What follows belongs to an exercise in optimizing a design on an open flow for small area and a short achievable clock period; a production flow would make more cautious choices.
At most, simulation tests tie the RTL to the original design; equivalence was not proved.
Power figures rest on the tool's default switching activity, not on a simulated workload.

==> flow/design.v <==
`timescale 1ns / 1ps
module BankRows(
		input [4:0] x,
		output [2:0] row0,
		output [2:0] row1,
		output [2:0] row2,
		output [2:0] row3
	);
	assign row0 = x[4:2] + {2'b00, x[1:0] == 2'd3};
	assign row1 = x[4:2];
	assign row2 = x[4:2] - {2'b00, x[1:0] == 2'd0};
	assign row3 = x[4:2] - {2'b00, ~x[1]};
endmodule
module AddImm(
		input [7:0] a,
		input [1:0] ic,
		output [7:0] y
	);
	reg [7:0] flip;
	integer k;
	always @(*) begin
		for (k = 0; k < 8; k = k + 1) begin
			case (ic)
				2'd0: flip[k] = 1'b0;
				2'd1: flip[k] = &(a | ~((8'd1 << k) - 8'd1));
				2'd2: flip[k] = (k == 0) ? 1'b0 : ~|(a & ((8'd1 << k) - 8'd2));
				default: flip[k] = ~|(a & ((8'd1 << k) - 8'd1));
			endcase
		end
	end
	assign y = a ^ flip;
endmodule
module BankSel(
		input [3:0] xh,
		input [3:0] ich,
		output [3:0] bank
	);
	genvar k;
	generate
		for (k = 0; k < 4; k = k + 1) begin : g_k
			assign bank[k] = (ich[0] & xh[k]) | (ich[1] & xh[(k + 3) % 4]) |
				(ich[2] & xh[(k + 2) % 4]) | (ich[3] & xh[(k + 1) % 4]);
		end
	endgenerate
endmodule
module Add8(
		input [7:0] a,
		input [7:0] b,
		output [7:0] y
	);
	assign y = a + b;
endmodule
`timescale 1ns / 1ps
`timescale 1ns / 1ps
module Seg2 #(parameter [3:0] TABLE = 4'b0000) (
		input [1:0] x,
		output y
	);
	assign y = TABLE[x];
endmodule
module OpDecoder(
		input [1:0] op,
		output [6:0] seg
	);
	Seg2 #(4'b0101) s0(.x(op), .y(seg[0]));
	Seg2 #(4'b1001) s1(.x(op), .y(seg[1]));
	Seg2 #(4'b1101) s2(.x(op), .y(seg[2]));
	Seg2 #(4'b1110) s3(.x(op), .y(seg[3]));
	Seg2 #(4'b0011) s4(.x(op), .y(seg[4]));
	Seg2 #(4'b0111) s5(.x(op), .y(seg[5]));
	Seg2 #(4'b0101) s6(.x(op), .y(seg[6]));
endmodule
`timescale 1ns / 1ps
module HexDecoder(
		input [3:0] bcd,
		output [6:0] seg
	);
	assign seg = bcd == 4'd0 ? 7'b0111111 :
		bcd == 4'd1 ? 7'b0000110 :
		bcd == 4'd2 ? 7'b1011011 :
		bcd == 4'd3 ? 7'b1001111 :
		bcd == 4'd4 ? 7'b1100110 :
		bcd == 4'd5 ? 7'b1101101 :
		bcd == 4'd6 ? 7'b1111101 :
		bcd == 4'd7 ? 7'b0000111 :
		bcd == 4'd8 ? 7'b1111111 :
		bcd == 4'd9 ? 7'b1101111 :
		bcd == 4'd10 ? 7'b1110111 :
		bcd == 4'd11 ? 7'b1111100 :
		bcd == 4'd12 ? 7'b0111001 :
		bcd == 4'd13 ? 7'b1011110 :
		bcd == 4'd14 ? 7'b1111001 :
		7'b1110001;
endmodule
module HexDecoder2(
		input [1:0] bcd,
		output reg [6:0] seg
	);
	always @(*) begin
		case (bcd)
			2'd0: seg = 7'b0111111;
			2'd1: seg = 7'b0000110;
			2'd2: seg = 7'b1011011;
			default: seg = 7'b1001111;
		endcase
	end
endmodule
`timescale 1ns / 1ps
module Sel4 #(parameter W = 8) (
		input [3:0] sel,
		input [W-1:0] d0,
		input [W-1:0] d1,
		input [W-1:0] d2,
		input [W-1:0] d3,
		output [W-1:0] y
	);
	assign y = ({W{sel[0]}} & d0) | ({W{sel[1]}} & d1) | ({W{sel[2]}} & d2) | ({W{sel[3]}} & d3);
endmodule
module Dec2(
		input [1:0] x,
		output [3:0] y
	);
	assign y = 4'b0001 << x;
endmodule
module NextVal(
		input ld,
		input [7:0] ldata,
		input sel_alt,
		input [7:0] alt,
		input [7:0] hold,
		output [7:0] next
	);
	assign next = ld ? ldata : sel_alt ? alt : hold;
endmodule
`timescale 1ns / 1ps
module RowDec(
		input [2:0] row,
		output [7:0] y
	);
	assign y = 8'b00000001 << row;
endmodule
module BankRead(
		input [7:0] rsel,
		input [63:0] bytes,
		output [7:0] data
	);
	reg [7:0] y;
	integer r;
	always @(*) begin
		y = 8'd0;
		for (r = 0; r < 8; r = r + 1)
			y = y | ({8{rsel[r]}} & bytes[r * 8 +: 8]);
	end
	assign data = y;
endmodule
`timescale 1ns / 1ps
module Microprocessor(
		input clk,
		input reset,
		input [7:0] instruction,
		output reg [7:0] pc,
		output [6:0] display_low,
		output [6:0] display_high,
		output [6:0] display_op,
		output [6:0] display_rs,
		output [6:0] display_rt,
		output [6:0] display_rd,
		output [4:0] display_pc
	);
	wire [1:0] op = instruction[7:6];
	wire [1:0] rs = instruction[5:4];
	wire [1:0] rt = instruction[3:2];
	wire [1:0] rd = instruction[1:0];
	wire [1:0] ic = instruction[1:0];
	wire [7:0] imm = {{7{instruction[1]}}, instruction[0]};
	wire is_add   = op == 2'b00;
	wire is_load  = op == 2'b01;
	wire is_store = op == 2'b10;
	wire is_jump  = op == 2'b11;
	reg [7:0] R [0:3];
	reg [7:0] M [0:31];
	reg [7:0] disp;
	wire [3:0] rs_oh, rt_oh;
	Dec2 dec_rs(.x(rs), .y(rs_oh));
	Dec2 dec_rt(.x(rt), .y(rt_oh));
	wire [7:0] a, b;
	Sel4 #(8) read_a(.sel(rs_oh), .d0(R[0]), .d1(R[1]), .d2(R[2]), .d3(R[3]), .y(a));
	Sel4 #(8) read_b(.sel(rt_oh), .d0(R[0]), .d1(R[1]), .d2(R[2]), .d3(R[3]), .y(b));
	wire [7:0] sum;
	Add8 add(.a(a), .b(b), .y(sum));
	wire [7:0] ea;
	AddImm add_imm(.a(a), .ic(ic), .y(ea));
	wire [2:0] rows [0:3][0:3];
	genvar g, h;
	generate
		for (g = 0; g < 4; g = g + 1) begin : g_rows
			BankRows bank_rows(.x(R[g][4:0]), .row0(rows[g][0]), .row1(rows[g][1]),
				.row2(rows[g][2]), .row3(rows[g][3]));
		end
	endgenerate
	wire [3:0] ic_oh;
	Dec2 dec_ic(.x(ic), .y(ic_oh));
	wire [3:0] a_oh;
	Dec2 dec_a(.x(a[1:0]), .y(a_oh));
	wire [3:0] bank;
	BankSel bank_sel(.xh(a_oh), .ich(ic_oh), .bank(bank));
	wire [31:0] we;
	wire [7:0] bword [0:3];
	generate
		for (h = 0; h < 4; h = h + 1) begin : g_bank
			wire [2:0] row;
			Sel4 #(3) row_sel(.sel(rs_oh), .d0(rows[0][h]), .d1(rows[1][h]), .d2(rows[2][h]),
				.d3(rows[3][h]), .y(row));
			wire [7:0] row_oh;
			RowDec row_dec(.row(row), .y(row_oh));
			wire [63:0] bytes;
			for (g = 0; g < 8; g = g + 1) begin : g_byte
				assign bytes[g * 8 +: 8] = M[g * 4 + h];
				assign we[g * 4 + h] = is_store & bank[h] & row_oh[g];
			end
			BankRead bank_read(.rsel(row_oh), .bytes(bytes), .data(bword[h]));
		end
	endgenerate
	wire [7:0] mdata;
	Sel4 #(8) data_sel(.sel(bank), .d0(bword[0]), .d1(bword[1]), .d2(bword[2]), .d3(bword[3]),
		.y(mdata));
	wire [7:0] rnext [0:3];
	wire [7:0] dnext;
	generate
		for (g = 0; g < 4; g = g + 1) begin : g_rnext
			NextVal next_r(.ld(is_load & rt_oh[g]), .ldata(mdata),
				.sel_alt(is_add & (rd == g)), .alt(sum), .hold(R[g]), .next(rnext[g]));
		end
	endgenerate
	NextVal next_d(.ld(is_load), .ldata(mdata), .sel_alt(is_store), .alt(ea), .hold(sum), .next(dnext));
	always @(posedge reset or posedge clk) begin
		if (reset) begin
			R[0] <= 8'd0;
			R[1] <= 8'd0;
			R[2] <= 8'd0;
			R[3] <= 8'd0;
		end else begin
			R[0] <= rnext[0];
			R[1] <= rnext[1];
			R[2] <= rnext[2];
			R[3] <= rnext[3];
		end
	end
	integer i;
	always @(posedge reset or posedge clk) begin
		if (reset) begin
			for (i = 0; i < 16; i = i + 1) begin
				M[i] <= i;
				M[i + 16] <= -i;
			end
		end else begin
			for (i = 0; i < 32; i = i + 1)
				if (we[i])
					M[i] <= b;
		end
	end
	always @(posedge reset or posedge clk) begin
		if (reset) begin
			pc <= 8'd0;
			disp <= 8'd0;
		end else begin
			pc <= pc + (is_jump ? imm + 8'd1 : 8'd1);
			disp <= dnext;
		end
	end
	assign display_pc = pc[4:0];
	HexDecoder d_low(.bcd(disp[3:0]), .seg(display_low));
	HexDecoder d_high(.bcd(disp[7:4]), .seg(display_high));
	HexDecoder2 d_rs(.bcd(rs), .seg(display_rs));
	HexDecoder2 d_rt(.bcd(rt), .seg(display_rt));
	HexDecoder2 d_rd(.bcd(rd), .seg(display_rd));
	OpDecoder d_op(.op(op), .seg(display_op));
endmodule
==> flow/config.mk <==
export PLATFORM = sky130hd
export DESIGN_NAME = Microprocessor
export DESIGN_NICKNAME = Microprocessor
export VERILOG_FILES = /design/flow/design.v
export SDC_FILE = /design/flow/constraint.sdc
export NUM_CORES = 4
export LEC_CHECK = 0
export CAP_MARGIN = 20
export CORE_MARGIN = 2
export CORE_UTILIZATION = 40
export CTS_CLUSTER_DIAMETER = 60
export CTS_CLUSTER_SIZE = 30
export SETUP_SLACK_MARGIN = 3.0
export SLEW_MARGIN = 20
export SYNTH_HIERARCHICAL = 1
export SYNTH_MINIMUM_KEEP_SIZE = 0
export TNS_END_PERCENT = 0
==> flow/constraint.sdc <==
create_clock -name core_clock -period 5.5 [get_ports {clk}]
set_input_delay 1.1000 -clock core_clock [delete_from_list [all_inputs] [get_ports {clk}]]
set_output_delay 1.1000 -clock core_clock [all_outputs]
set_load 0.01 [all_outputs]
standard.sh (not shown) runs the stock make flow with config.mk's settings and CLKGATE_MAP_FILE= SYNTH_SCRIPT=/design/flow/synth_recipe.tcl, a recipe that flattens the netlist after the stock synthesis.
==> flow/flow/run.sh <==
#!/bin/bash
# Standard layout, with the port buffers made of buf_1 cells instead of the
# cell buffer_ports picks by itself.
set -euo pipefail
export BUFFER_PORTS_ARGS="-buffer_cell sky130_fd_sc_hd__buf_1"
bash standard.sh > standard_make.log 2>&1
The baseline completed without violations.
Change:
--- a/flow/design.v
+++ b/flow/design.v
@@ -40,17 +40,10 @@
 		for (k = 0; k < 4; k = k + 1) begin : g_k
 			assign bank[k] = (ich[0] & xh[k]) | (ich[1] & xh[(k + 3) % 4]) |
 				(ich[2] & xh[(k + 2) % 4]) | (ich[3] & xh[(k + 1) % 4]);
 		end
 	endgenerate
-endmodule
-module Add8(
-		input [7:0] a,
-		input [7:0] b,
-		output [7:0] y
-	);
-	assign y = a + b;
 endmodule
 `timescale 1ns / 1ps
 `timescale 1ns / 1ps
 module Seg2 #(parameter [3:0] TABLE = 4'b0000) (
 		input [1:0] x,
@@ -128,11 +121,12 @@
 		input sel_alt,
 		input [7:0] alt,
 		input [7:0] hold,
 		output [7:0] next
 	);
-	assign next = ld ? ldata : sel_alt ? alt : hold;
+	wire keep = ~(ld | sel_alt);
+	assign next = ({8{ld}} & ldata) | ({8{sel_alt}} & alt) | ({8{keep}} & hold);
 endmodule
 `timescale 1ns / 1ps
 module RowDec(
 		input [2:0] row,
 		output [7:0] y
@@ -184,12 +178,11 @@
 	Dec2 dec_rs(.x(rs), .y(rs_oh));
 	Dec2 dec_rt(.x(rt), .y(rt_oh));
 	wire [7:0] a, b;
 	Sel4 #(8) read_a(.sel(rs_oh), .d0(R[0]), .d1(R[1]), .d2(R[2]), .d3(R[3]), .y(a));
 	Sel4 #(8) read_b(.sel(rt_oh), .d0(R[0]), .d1(R[1]), .d2(R[2]), .d3(R[3]), .y(b));
-	wire [7:0] sum;
-	Add8 add(.a(a), .b(b), .y(sum));
+	wire [7:0] sum = a + b;
 	wire [7:0] ea;
 	AddImm add_imm(.a(a), .ic(ic), .y(ea));
 	wire [2:0] rows [0:3][0:3];
 	genvar g, h;
 	generate
=>
- The new run completed without violations
- worst hold slack hardly moves
- design area decreases by 5.0%
- via count decreases by 3.0%
- sequential power is about the same
- worst setup slack loses 0.24 ns
- critical path depth is unchanged
- cell count decreases by about 4.3%
- core utilization decreases by 2.2 points
No functional check of the RTL was part of any run of this note.


Setup of v27:
Microprocessor, a different RTL version from the one above (not shown whole).
For scale: roughly 1500 cells after synthesis, ~300 flip-flops, roughly 65 I/O pins, ~17000 µm² of cells after synthesis.
==> module BankRead, before the edit <==
module BankRead(
		input [7:0] rsel,
		input [63:0] bytes,
		output [7:0] data
	);
	reg [7:0] y;
	integer r;
	always @(*) begin
		y = 8'd0;
		for (r = 0; r < 8; r = r + 1)
			y = y | ({8{rsel[r]}} & bytes[r * 8 +: 8]);
	end
	assign data = y;
endmodule
==> module Microprocessor, before the edit <==
module Microprocessor(
		input clk,
		input reset,
		input [7:0] instruction,
		output reg [7:0] pc,
		output [6:0] display_low,
		output [6:0] display_high,
		output [6:0] display_op,
		output [6:0] display_rs,
		output [6:0] display_rt,
		output [6:0] display_rd,
		output [4:0] display_pc
	);
	wire [1:0] op = instruction[7:6];
	wire [1:0] rs = instruction[5:4];
	wire [1:0] rt = instruction[3:2];
	wire [1:0] rd = instruction[1:0];
	wire [1:0] ic = instruction[1:0];
	wire [7:0] imm = {{7{instruction[1]}}, instruction[0]};
	wire is_add   = op == 2'b00;
	wire is_load  = op == 2'b01;
	wire is_store = op == 2'b10;
	wire is_jump  = op == 2'b11;
	reg [7:0] R [0:3];
	reg [7:0] M [0:31];
	reg [7:0] disp;
	wire [3:0] rs_oh, rt_oh;
	Dec2 dec_rs(.x(rs), .y(rs_oh));
	Dec2 dec_rt(.x(rt), .y(rt_oh));
	wire [7:0] a, b;
	Sel4 #(8) read_a(.sel(rs_oh), .d0(R[0]), .d1(R[1]), .d2(R[2]), .d3(R[3]), .y(a));
	Sel4 #(8) read_b(.sel(rt_oh), .d0(R[0]), .d1(R[1]), .d2(R[2]), .d3(R[3]), .y(b));
	wire [7:0] sum = a + b;
	wire [7:0] ea;
	AddImm add_imm(.a(a), .ic(ic), .y(ea));
	wire [2:0] rows [0:3][0:3];
	genvar g, h;
	generate
		for (g = 0; g < 4; g = g + 1) begin : g_rows
			BankRows bank_rows(.x(R[g][4:0]), .row0(rows[g][0]), .row1(rows[g][1]),
				.row2(rows[g][2]), .row3(rows[g][3]));
		end
	endgenerate
	wire [3:0] ic_oh;
	Dec2 dec_ic(.x(ic), .y(ic_oh));
	wire [3:0] banks [0:3];
	generate
		for (g = 0; g < 4; g = g + 1) begin : g_banks
			wire [3:0] xh;
			Dec2 dec_x(.x(R[g][1:0]), .y(xh));
			BankSel bank_sel(.xh(xh), .ich(ic_oh), .bank(banks[g]));
		end
	endgenerate
	wire [3:0] bank;
	Sel4 #(4) bank_pick(.sel(rs_oh), .d0(banks[0]), .d1(banks[1]), .d2(banks[2]), .d3(banks[3]), .y(bank));
	wire [31:0] we;
	wire [7:0] bword [0:3];
	generate
		for (h = 0; h < 4; h = h + 1) begin : g_bank
			wire [2:0] row;
			Sel4 #(3) row_sel(.sel(rs_oh), .d0(rows[0][h]), .d1(rows[1][h]), .d2(rows[2][h]),
				.d3(rows[3][h]), .y(row));
			wire [7:0] row_oh;
			RowDec row_dec(.row(row), .y(row_oh));
			wire [63:0] bytes;
			for (g = 0; g < 8; g = g + 1) begin : g_byte
				assign bytes[g * 8 +: 8] = M[g * 4 + h];
				assign we[g * 4 + h] = is_store & bank[h] & row_oh[g];
			end
			BankRead bank_read(.rsel(row_oh), .bytes(bytes), .data(bword[h]));
		end
	endgenerate
	wire [7:0] mdata;
	Sel4 #(8) data_sel(.sel(bank), .d0(bword[0]), .d1(bword[1]), .d2(bword[2]), .d3(bword[3]),
		.y(mdata));
	wire [7:0] rnext [0:3];
	wire [7:0] dnext;
	generate
		for (g = 0; g < 4; g = g + 1) begin : g_rnext
			NextVal next_r(.ld(is_load & rt_oh[g]), .ldata(mdata),
				.sel_alt(is_add & (rd == g)), .alt(sum), .hold(R[g]), .next(rnext[g]));
		end
	endgenerate
	NextVal next_d(.ld(is_load), .ldata(mdata), .sel_alt(is_store), .alt(ea), .hold(sum), .next(dnext));
	always @(posedge reset or posedge clk) begin
		if (reset) begin
			R[0] <= 8'd0;
			R[1] <= 8'd0;
			R[2] <= 8'd0;
			R[3] <= 8'd0;
		end else begin
			R[0] <= rnext[0];
			R[1] <= rnext[1];
			R[2] <= rnext[2];
			R[3] <= rnext[3];
		end
	end
	integer i;
	always @(posedge reset or posedge clk) begin
		if (reset) begin
			for (i = 0; i < 16; i = i + 1) begin
				M[i] <= i;
				M[i + 16] <= -i;
			end
		end else begin
			for (i = 0; i < 32; i = i + 1)
				if (we[i])
					M[i] <= b;
		end
	end
	always @(posedge reset or posedge clk) begin
		if (reset) begin
			pc <= 8'd0;
			disp <= 8'd0;
		end else begin
			pc <= pc + (is_jump ? imm + 8'd1 : 8'd1);
			disp <= dnext;
		end
	end
	assign display_pc = pc[4:0];
	HexDecoder d_low(.bcd(disp[3:0]), .seg(display_low));
	HexDecoder d_high(.bcd(disp[7:4]), .seg(display_high));
	HexDecoder2 d_rs(.bcd(rs), .seg(display_rs));
	HexDecoder2 d_rt(.bcd(rt), .seg(display_rt));
	HexDecoder2 d_rd(.bcd(rd), .seg(display_rd));
	OpDecoder d_op(.op(op), .seg(display_op));
endmodule
export LEC_CHECK = 0
export CAP_MARGIN = 20
export CORE_MARGIN = 2
export CORE_UTILIZATION = 40
export CTS_CLUSTER_DIAMETER = 60
export CTS_CLUSTER_SIZE = 30
export SETUP_SLACK_MARGIN = 3.0
export SLEW_MARGIN = 20
export SYNTH_HIERARCHICAL = 1
export SYNTH_MINIMUM_KEEP_SIZE = 0
export TNS_END_PERCENT = 0
create_clock -name core_clock -period 5.5 [get_ports {clk}]
Scripts as last shown in full above: flow/flow/run.sh
Changes in v32 relative to v27:
--- a/flow/design.v
+++ b/flow/design.v
@@ -131,14 +131,31 @@
 		input [7:0] rsel,
 		input [63:0] bytes,
-		output [7:0] data
-	);
-	reg [7:0] y;
+		input [7:0] valid,
+		output [7:0] data,
+		output v
+	);
+	reg [8:0] y;
 	integer r;
 	always @(*) begin
-		y = 8'd0;
+		y = 9'd0;
 		for (r = 0; r < 8; r = r + 1)
-			y = y | ({8{rsel[r]}} & bytes[r * 8 +: 8]);
-	end
-	assign data = y;
+			y = y | ({9{rsel[r]}} & {valid[r], bytes[r * 8 +: 8]});
+	end
+	assign {v, data} = y;
+endmodule
+module MemInit #(parameter BANK = 0) (
+		input [2:0] row,
+		output [7:0] value
+	);
+	wire [4:0] addr = {row, BANK[1:0]};
+	assign value = addr[4] ? 8'd0 - {4'd0, addr[3:0]} : {4'd0, addr[3:0]};
+endmodule
+module LoadMerge(
+		input [7:0] data,
+		input v,
+		input [7:0] init,
+		output [7:0] y
+	);
+	assign y = v ? data : init;
 endmodule
 `timescale 1ns / 1ps
@@ -168,4 +185,5 @@
 	reg [7:0] R [0:3];
 	reg [7:0] M [0:31];
+	reg [31:0] valid;
 	reg [7:0] disp;
 	wire [3:0] rs_oh, rt_oh;
@@ -208,9 +226,15 @@
 			RowDec row_dec(.row(row), .y(row_oh));
 			wire [63:0] bytes;
+			wire [7:0] bval;
 			for (g = 0; g < 8; g = g + 1) begin : g_byte
 				assign bytes[g * 8 +: 8] = M[g * 4 + h];
+				assign bval[g] = valid[g * 4 + h];
 				assign we[g * 4 + h] = is_store & bank[h] & row_oh[g];
 			end
-			BankRead bank_read(.rsel(row_oh), .bytes(bytes), .data(bword[h]));
+			wire [7:0] bdata, binit;
+			wire bv;
+			BankRead bank_read(.rsel(row_oh), .bytes(bytes), .valid(bval), .data(bdata), .v(bv));
+			MemInit #(h) mem_init(.row(row), .value(binit));
+			LoadMerge load_merge(.data(bdata), .v(bv), .init(binit), .y(bword[h]));
 		end
 	endgenerate
@@ -241,15 +265,14 @@
 	end
 	integer i;
+	always @(posedge clk) begin
+		for (i = 0; i < 32; i = i + 1)
+			if (we[i])
+				M[i] <= b;
+	end
 	always @(posedge reset or posedge clk) begin
-		if (reset) begin
-			for (i = 0; i < 16; i = i + 1) begin
-				M[i] <= i;
-				M[i + 16] <= -i;
-			end
-		end else begin
-			for (i = 0; i < 32; i = i + 1)
-				if (we[i])
-					M[i] <= b;
-		end
+		if (reset)
+			valid <= 32'd0;
+		else
+			valid <= valid | we;
 	end
 	always @(posedge reset or posedge clk) begin
==> notes.md <==
- v32 | status: complete | timing, DRC, antenna: pass
- v27: all stages complete, timing, DRC and antenna checks passed
- v32 vs v27: die area up in v32
- Aggregate routed wire length on v32 is ahead of v27.
- Measured against each other, v27 and v32 differ in fill cell total of the finished layout, the lower figure coming from v32.
- Part of the power in registers delta for v32 relative to v27: 17 points lower
- Relative to v27, first-pass GRT wire length decreased by about 7% in v32.
- Of v27 and v32, the run reporting the higher layout sequential cell count was v32.
- Final area: v32 < v27
- Relative to v27, minimum setup slack after placement decreased by 520 ps in v32.
- When the final numbers for v27 and v32 were put side by side, the number of combinational gates with multiple inputs turned out to be smaller in v32.
No functional check of the RTL was part of v32.

## separate check: timing with driven ports
How much do the figures lean on ideal ports? The routed layouts below were timed once more, with nothing changed but the port constraints. Step 1 (the two cells are an assumption about what drives the block):
set clk [get_ports {clk}]
set_driving_cell -lib_cell sky130_fd_sc_hd__clkbuf_16 $clk
set_driving_cell -lib_cell sky130_fd_sc_hd__buf_2 [delete_from_list [all_inputs] $clk]
Step 2 also shifts input and output timing later by t, the mid clock arrival at the registers, as if the neighbouring blocks saw the same clock. Slacks: ideal / step 1 / step 2; pairs: ideal / step 1.
| run | t, ns | setup slack, ns | worst hold slack (ns) | slew at the worst register clock pin (ns) | worst data-port slew with drivers (ns) |
|---|---|---|---|---|---|
| the first run of note 1 | 0.607 | 2.455 / 2.486 / 1.880 | 0.467 / 0.467 / 0.467 | 0.08 / 0.08 | 0.03 |
| the second run of note 1 | 0.631 | 2.210 / 2.235 / 1.614 | 0.468 / 0.468 / 0.468 | 0.10 / 0.10 | 0.03 |
| v27 | 0.617 | 2.443 / 2.457 / 1.840 | 0.484 / 0.484 / 0.484 | 0.08 / 0.08 | 0.06 |
| v32 | 0.609 | 2.020 / 2.020 / 1.447 | 0.470 / 0.463 / 0.470 | 0.10 / 0.10 | 0.03 |
After both steps every run listed still meets setup and hold. The setup slack of v27, which loses most, moves by +0.014 ns with the drivers and by -0.603 ns with both steps.
